What follows belongs to an exercise in optimizing a design on an open flow for small area; a production flow would make more cautious choices.
Where RTL was checked, it was by simulation tests only, not by an equivalence proof against the original.
Power is estimated from default activity; no workload was simulated.

==> flow/design.v <==
module processing_fsm(clock, reset, start_signal, size, done,
                            buf_0_write_en, buf_1_write_en, error_buf_write_en,
                            buf_0_w_data, buf_1_w_data, error_mem_w_data,
                            buf_0_r_data, buf_1_r_data, error_mem_r_data,
                            buf_0_addr, buf_1_addr, error_mem_addr, buf_sel);
    input clock;
    input reset;
    input start_signal;
    input size;
    output reg done;
    output buf_0_write_en;
    output buf_1_write_en;
    output error_buf_write_en;
    output reg [7:0] buf_0_w_data;
    output reg [7:0] buf_1_w_data;
    output [15:0] error_mem_w_data;
    input  [7:0] buf_0_r_data;
    input  [7:0] buf_1_r_data;
    input  [15:0] error_mem_r_data;
    output reg [15:0] buf_0_addr;
    output reg [15:0] buf_1_addr;
    output [15:0] error_mem_addr;
    output reg buf_sel;
    assign error_buf_write_en = 1'b0;
    assign error_mem_w_data = 16'b0;
    localparam [4:0]
        WAIT   = 5'd0,
        LMID   = 5'd1,
        LBTM1  = 5'd2,    
        LBTM   = 5'd3,    
        CHECK  = 5'd4,
        CHECKN = 5'd5,    
        DONE   = 5'd6,
        NW     = 5'd13,
        N      = 5'd14,
        NE     = 5'd15,
        W      = 5'd16,
        E      = 5'd17,
        SW     = 5'd18,
        S      = 5'd19,
        SE     = 5'd20,
        MW1    = 5'd21,
        MW2    = 5'd22,
        MW3    = 5'd23,
        SUM    = 5'd24,
        WR     = 5'd25;
    reg [4:0] state;
    reg [7:0] ema;
    assign error_mem_addr = {8'b0, ema};
    reg [5:0] pixel_count;
    reg [3:0] packet_count;
    reg       size_r;          
    reg wr;                    
    assign buf_0_write_en = wr & ~buf_sel;
    assign buf_1_write_en = wr & buf_sel;
    reg [15:0] eb0, eb1, eb2;
    reg [1:0]  ptr;
    reg [2:0]  fp;             
    reg [10:0] acc;
    wire s_check  = (state == CHECK) || (state == CHECKN);
    wire s_nw = (state == NW), s_n = (state == N), s_ne = (state == NE);
    wire s_w  = (state == W),  s_e = (state == E), s_sw = (state == SW);
    wire s_s  = (state == S),  s_se = (state == SE);
    wire s_top  = s_nw | s_n | s_ne;
    wire s_addr = s_top | s_w | s_e | s_sw | s_s | s_se;
    wire s_data = state[4] && !state[3];           
    wire [2:0] di = state[2:0];                    
    wire pix0    = (pixel_count == 6'd0);
    wire pix_r   = size_r ? (pixel_count == 6'd31) : (pixel_count == 6'd15);
    wire pkt_r   = size_r ? (packet_count == 4'd7) : (packet_count == 4'd15);
    wire at_top  = (ema == 8'd1);
    wire at_bot  = (ema == 8'd240);
    wire at_left = pix0 && (packet_count == 4'd0);
    wire at_right = pix_r && pkt_r;
    wire off_w   = pix0;
    wire off_e   = !pix0 && pix_r;
    reg [1:0] phys;
    always @(*) begin
        case ({s_check, s_top})
            2'b10, 2'b11: phys = (ptr == 2'd0) ? 2'd1 : (ptr == 2'd1) ? 2'd2 : 2'd0;
            2'b01:        phys = ptr;
            default:      phys = (ptr == 2'd0) ? 2'd2 : (ptr == 2'd1) ? 2'd0 : 2'd1;
        endcase
    end
    wire [15:0] word = (phys == 2'd0) ? eb0 : (phys == 2'd1) ? eb1 : eb2;
    wire dec = (s_nw | s_ne | s_sw) & off_w;
    wire inc = s_se & off_e;
    wire [3:0] pidx = packet_count + {dec, dec, dec, dec | inc};
    wire oob = (dec && packet_count == 4'd0) || (inc && packet_count == 4'd15);
    wire ebit = !oob && word[~pidx];
    wire err_mid = ebit;
    wire f = buf_sel ^ (s_w | s_e | (ebit & !(s_top & at_top)));
    wire dxm = s_nw | s_w | s_sw;
    wire s_wr = (state == WR);
    wire dxp = s_ne | s_e | s_se | s_wr;    
    wire dym = s_top;
    wire dyp = s_sw | s_s | s_se;
    wire [7:0] u   = {2'b0, pixel_count} + {{7{dxm}}, dxm | dxp};    
    wire [10:0] t  = {{3{u[7]}}, u} +
                     (size_r ? {1'b0, packet_count, 5'b0} : {2'b0, packet_count, 4'b0});
    wire [2:0] dya  = dym ? 3'b110 : dyp ? 3'b000 : 3'b111;
    wire [2:0] c3   = (state == CHECKN) ? 3'd1 : t[10:8] + dya;
    wire [7:0] hi   = ema + {{5{c3[2]}}, c3};
    wire [15:0] nbr = {hi, t[7:0]};
    wire a0_nbr  = s_addr & !f;
    wire a0_a1   = s_e & f;
    wire a0_hold = !(a0_nbr | a0_a1);
    wire [7:0] pix = fp[2] ? buf_1_r_data : buf_0_r_data;
    wire up  = (di <= 3'd2);                     
    wire dn  = (di >= 3'd5);                     
    wire lf  = (di == 3'd0) || (di == 3'd3) || (di == 3'd5);
    wire rt  = (di == 3'd2) || (di == 3'd4) || (di == 3'd7);
    wire orth = (di == 3'd1) || (di == 3'd3) || (di == 3'd4) || (di == 3'd6);
    wire ev  = at_top | at_bot;
    wire eh  = at_left | at_right;
    wire off = (at_top & up) | (at_bot & dn) | (at_left & lf) | (at_right & rt);
    wire [1:0] wt = (!s_data || off) ? 2'd0 :
                    orth ? 2'd1 + ev + eh : 2'd1 + (ev & eh);
    wire [10:0] acc_in = s_w ? 11'd0 : acc;
    always @(posedge clock) begin
        acc <= acc_in + (wt[1] ? {2'b0, pix, 1'b0} : 11'd0) + (wt[0] ? {3'b0, pix} : 11'd0);
        fp  <= {fp[1:0], f};
    end
    wire pix_last  = size ? (pixel_count == 6'd31) : (pixel_count == 6'd15);
    wire pkt_last  = size ? (packet_count == 4'd7) : (packet_count == 4'd15);
    wire line_last = (ema == 8'd240);    
    wire next_pkt  = s_check ? !err_mid : pix_last;
    always @(posedge clock) begin
        if (state == WAIT || state == DONE) begin
            pixel_count <= 0;
            packet_count <= 0;
        end else if (s_check || state == WR) begin
            if (next_pkt) begin
                pixel_count <= 0;
                packet_count <= pkt_last ? 4'd0 : packet_count + 4'd1;
            end else if (state == WR)
                pixel_count <= u[5:0];
        end
        if (s_check) size_r <= size;
    end
    always @(posedge clock) begin
        if (state == WAIT) begin
            ptr <= 2'd0;
            eb1 <= error_mem_r_data;
        end else if (s_check) begin
            case (ptr)
                2'd0: eb2 <= error_mem_r_data;
                2'd1: eb0 <= error_mem_r_data;
                default: eb1 <= error_mem_r_data;
            endcase
        end else if (state == LBTM) begin
            ptr <= {ptr == 2'd1, ptr == 2'd0};
        end
    end
    always @(posedge clock, negedge reset) begin
        if (!reset) begin
            state <= WAIT;
            done <= 1'b0;
            buf_sel <= 1'b0;
            wr <= 1'b0;
            buf_0_w_data <= 8'd0;
            buf_1_w_data <= 8'd0;
            buf_0_addr <= 16'd0;
            buf_1_addr <= 16'd0;
            ema <= 8'd0;
        end else begin
            done <= (state == DONE);
            wr <= (state == WR);
            if (state == DONE) buf_sel <= ~buf_sel;
            if (state == WR) begin
                if (buf_sel) buf_1_w_data <= acc[10:3];
                else         buf_0_w_data <= acc[10:3];
            end
            buf_0_addr <= ({16{a0_nbr}} & nbr) | ({16{a0_a1}} & buf_1_addr) | ({16{a0_hold}} & buf_0_addr);
            if (s_addr && f) buf_1_addr <= nbr;
            case (state)
                WAIT:   ema <= {7'b0, start_signal};
                LMID:   ema <= 8'd1;
                CHECKN: ema <= hi;
                default: ;
            endcase
            case (state)
                WAIT:   state <= start_signal ? LMID : WAIT;
                LMID:   state <= LBTM1;
                LBTM1:  state <= CHECK;
                LBTM:   state <= CHECKN;
                DONE:   state <= WAIT;
                CHECK, CHECKN, WR: begin
                    if (s_check && err_mid) state <= NW;
                    else if (!next_pkt || !pkt_last) state <= CHECK;
                    else if (line_last) state <= DONE;
                    else state <= LBTM;
                end
                NW:  state <= N;
                N:   state <= NE;
                NE:  state <= W;
                W:   state <= E;
                E:   state <= SW;
                SW:  state <= S;
                S:   state <= SE;
                SE:  state <= MW1;
                MW1: state <= MW2;
                MW2: state <= MW3;
                MW3: state <= SUM;
                SUM: state <= WR;
                default: state <= WAIT;
            endcase
        end
    end
endmodule
==> flow/config.mk <==
export PLATFORM = sky130hd
export DESIGN_NAME = processing_fsm
export DESIGN_NICKNAME = processing_fsm
export VERILOG_FILES = /design/flow/design.v
export SDC_FILE = /design/flow/constraint.sdc
export NUM_CORES = 4
export LEC_CHECK = 0
export CAP_MARGIN = 10
export CORE_MARGIN = 2
export CORE_UTILIZATION = 70
export GPL_TIMING_DRIVEN = 0
export SLEW_MARGIN = 10
==> flow/constraint.sdc <==
create_clock -name core_clock -period 7.0 [get_ports {clock}]
set_input_delay 1.4000 -clock core_clock [delete_from_list [all_inputs] [get_ports {clock}]]
set_output_delay 1.4000 -clock core_clock [all_outputs]
set_load 0.01 [all_outputs]
standard.sh (not shown) runs the stock make flow with config.mk's settings and CLKGATE_MAP_FILE= SYNTH_SCRIPT=/design/flow/synth_recipe.tcl, a recipe that flattens the netlist after the stock synthesis.
==> flow/flow/run.sh <==
#!/bin/bash
# The standard ORFS layout with these changes:
#  - synthesis: ABC maps for area (flow/area.abc) and Yosys does not extract
#    full/half adder cells; registers are untouched (same script otherwise);
#  - every port is buffered by the smallest buffer;
#  - Yosys/ABC buffers are removed before placement and one tie cell is kept;
#  - the clock tree uses no dummy loads.
set -euo pipefail
W=$PWD
{
  echo 'proc extract_fa {args} {}'
  echo 'proc abc {args} {'
  echo '  set i [lsearch -exact $args -script]'
  echo "  if {\$i >= 0} { lset args [expr {\$i + 1}] $W/flow/area.abc }"
  echo '  yosys abc {*}$args'
  echo '}'
  cat synth_recipe.tcl
} > flow_synth.tcl
sed "s#SYNTH_SCRIPT=[^ ]*#SYNTH_SCRIPT=$W/flow_synth.tcl#" standard.sh > flow_standard.sh
export BUFFER_PORTS_ARGS="-buffer_cell sky130_fd_sc_hd__buf_1"
export REMOVE_ABC_BUFFERS=1
export SKIP_REPAIR_TIE_FANOUT=1
export CTS_ARGS="-sink_clustering_enable -repair_clock_nets -dont_use_dummy_load -buf_list sky130_fd_sc_hd__clkbuf_8 -sink_clustering_size 20"
bash flow_standard.sh > standard.log 2>&1
==> flow/flow/area.abc <==
strash
&get -n
&deepsyn -T 60
&put
dch -f
amap
strash
dch -f
amap
topo
dnsize -c
Edit:
--- a/flow/design.v
+++ b/flow/design.v
@@ -99,26 +99,26 @@
     wire [10:0] t  = {{3{u[7]}}, u} +
                      (size_r ? {1'b0, packet_count, 5'b0} : {2'b0, packet_count, 4'b0});
     wire [2:0] dya  = dym ? 3'b110 : dyp ? 3'b000 : 3'b111;
     wire [2:0] c3   = (state == CHECKN) ? 3'd1 : t[10:8] + dya;
     wire [7:0] hi   = ema + {{5{c3[2]}}, c3};
     wire [15:0] nbr = {hi, t[7:0]};
-    wire a0_nbr  = s_addr & !f;
-    wire a0_a1   = s_e & f;
-    wire a0_hold = !(a0_nbr | a0_a1);
     wire [7:0] pix = fp[2] ? buf_1_r_data : buf_0_r_data;
-    wire up  = (di <= 3'd2);                     
-    wire dn  = (di >= 3'd5);                     
-    wire lf  = (di == 3'd0) || (di == 3'd3) || (di == 3'd5);
-    wire rt  = (di == 3'd2) || (di == 3'd4) || (di == 3'd7);
-    wire orth = (di == 3'd1) || (di == 3'd3) || (di == 3'd4) || (di == 3'd6);
-    wire ev  = at_top | at_bot;
-    wire eh  = at_left | at_right;
-    wire off = (at_top & up) | (at_bot & dn) | (at_left & lf) | (at_right & rt);
-    wire [1:0] wt = (!s_data || off) ? 2'd0 :
-                    orth ? 2'd1 + ev + eh : 2'd1 + (ev & eh);
+    reg [1:0] wt;
+    always @(*) begin
+        if (at_top && at_left)       case (di) 4: wt = 3; 6: wt = 3; 7: wt = 2; default: wt = 0; endcase
+        else if (at_top && at_right) case (di) 3: wt = 3; 5: wt = 2; 6: wt = 3; default: wt = 0; endcase
+        else if (at_top)             case (di) 3: wt = 2; 4: wt = 2; 5: wt = 1; 6: wt = 2; 7: wt = 1; default: wt = 0; endcase
+        else if (at_bot && at_left)  case (di) 1: wt = 3; 2: wt = 2; 4: wt = 3; default: wt = 0; endcase
+        else if (at_bot && at_right) case (di) 0: wt = 2; 1: wt = 3; 3: wt = 3; default: wt = 0; endcase
+        else if (at_left)            case (di) 1: wt = 2; 2: wt = 1; 4: wt = 2; 6: wt = 2; 7: wt = 1; default: wt = 0; endcase
+        else if (at_right)           case (di) 0: wt = 1; 1: wt = 2; 3: wt = 2; 5: wt = 1; 6: wt = 2; default: wt = 0; endcase
+        else if (at_bot)             case (di) 0: wt = 1; 1: wt = 2; 2: wt = 1; 3: wt = 2; 4: wt = 2; default: wt = 0; endcase
+        else                         wt = 1;
+        if (!s_data) wt = 0;
+    end
     wire [10:0] acc_in = s_w ? 11'd0 : acc;
     always @(posedge clock) begin
         acc <= acc_in + (wt[1] ? {2'b0, pix, 1'b0} : 11'd0) + (wt[0] ? {3'b0, pix} : 11'd0);
         fp  <= {fp[1:0], f};
     end
     wire pix_last  = size ? (pixel_count == 6'd31) : (pixel_count == 6'd15);
@@ -168,14 +168,19 @@
             wr <= (state == WR);
             if (state == DONE) buf_sel <= ~buf_sel;
             if (state == WR) begin
                 if (buf_sel) buf_1_w_data <= acc[10:3];
                 else         buf_0_w_data <= acc[10:3];
             end
-            buf_0_addr <= ({16{a0_nbr}} & nbr) | ({16{a0_a1}} & buf_1_addr) | ({16{a0_hold}} & buf_0_addr);
-            if (s_addr && f) buf_1_addr <= nbr;
+            if (s_addr) begin
+                if (f) begin
+                    buf_1_addr <= nbr;
+                    if (s_e) buf_0_addr <= buf_1_addr;
+                end else
+                    buf_0_addr <= nbr;
+            end
             case (state)
                 WAIT:   ema <= {7'b0, start_signal};
                 LMID:   ema <= 8'd1;
                 CHECKN: ema <= hi;
                 default: ;
             endcase
Count of clock-buffer cells in the layout is unchanged.
Die area climbs slightly.
Hold slack is better by 0.012 ns.
Worst setup slack improved by 0.085 ns.
Non-clock buffer count goes up by 1.
Area after synthesis rose slightly.
Sequential share of layout area decreases by 0.72 points.
First-iteration DRC count is lower by about a fifth.
Total power climbs by a little under a tenth.
Synthesized cell count went up by a few percent.
Via count is lower slightly.
Routed wire length stays flat.
Clock skew is about the same.
Maximum frequency goes up slightly.
For the second run of this note, only the layout was checked, not whether the RTL still works.

[separate check: timing with driven ports]
Ports are ideal in the flow. The routed layouts listed here were re-timed in OpenROAD. Step 1, drivers: a clkbuf_16 drives clock and a buf_2 each remaining input, both assumed. Step 2 adds t to the input delays and takes it off the output delays; t is the mean of the earliest and latest rising clock arrival at the registers after step 1. Input paths then give back, and output paths get back, about the clock's delay inside the block. a / b / c = ideal / step 1 / step 2; a / b = the first two.
run | shift t [ns] | setup slack, ns | hold slack, ns | pins driven straight from the clock port
the first run | 0.456 | 0.528 / 0.528 / 0.528 | 0.314 / 0.314 / 0.314 | 1
the second run | 0.465 | 0.613 / 0.613 / 0.613 | 0.326 / 0.326 / 0.326 | 1
After both steps setup and hold are still met in every run listed.
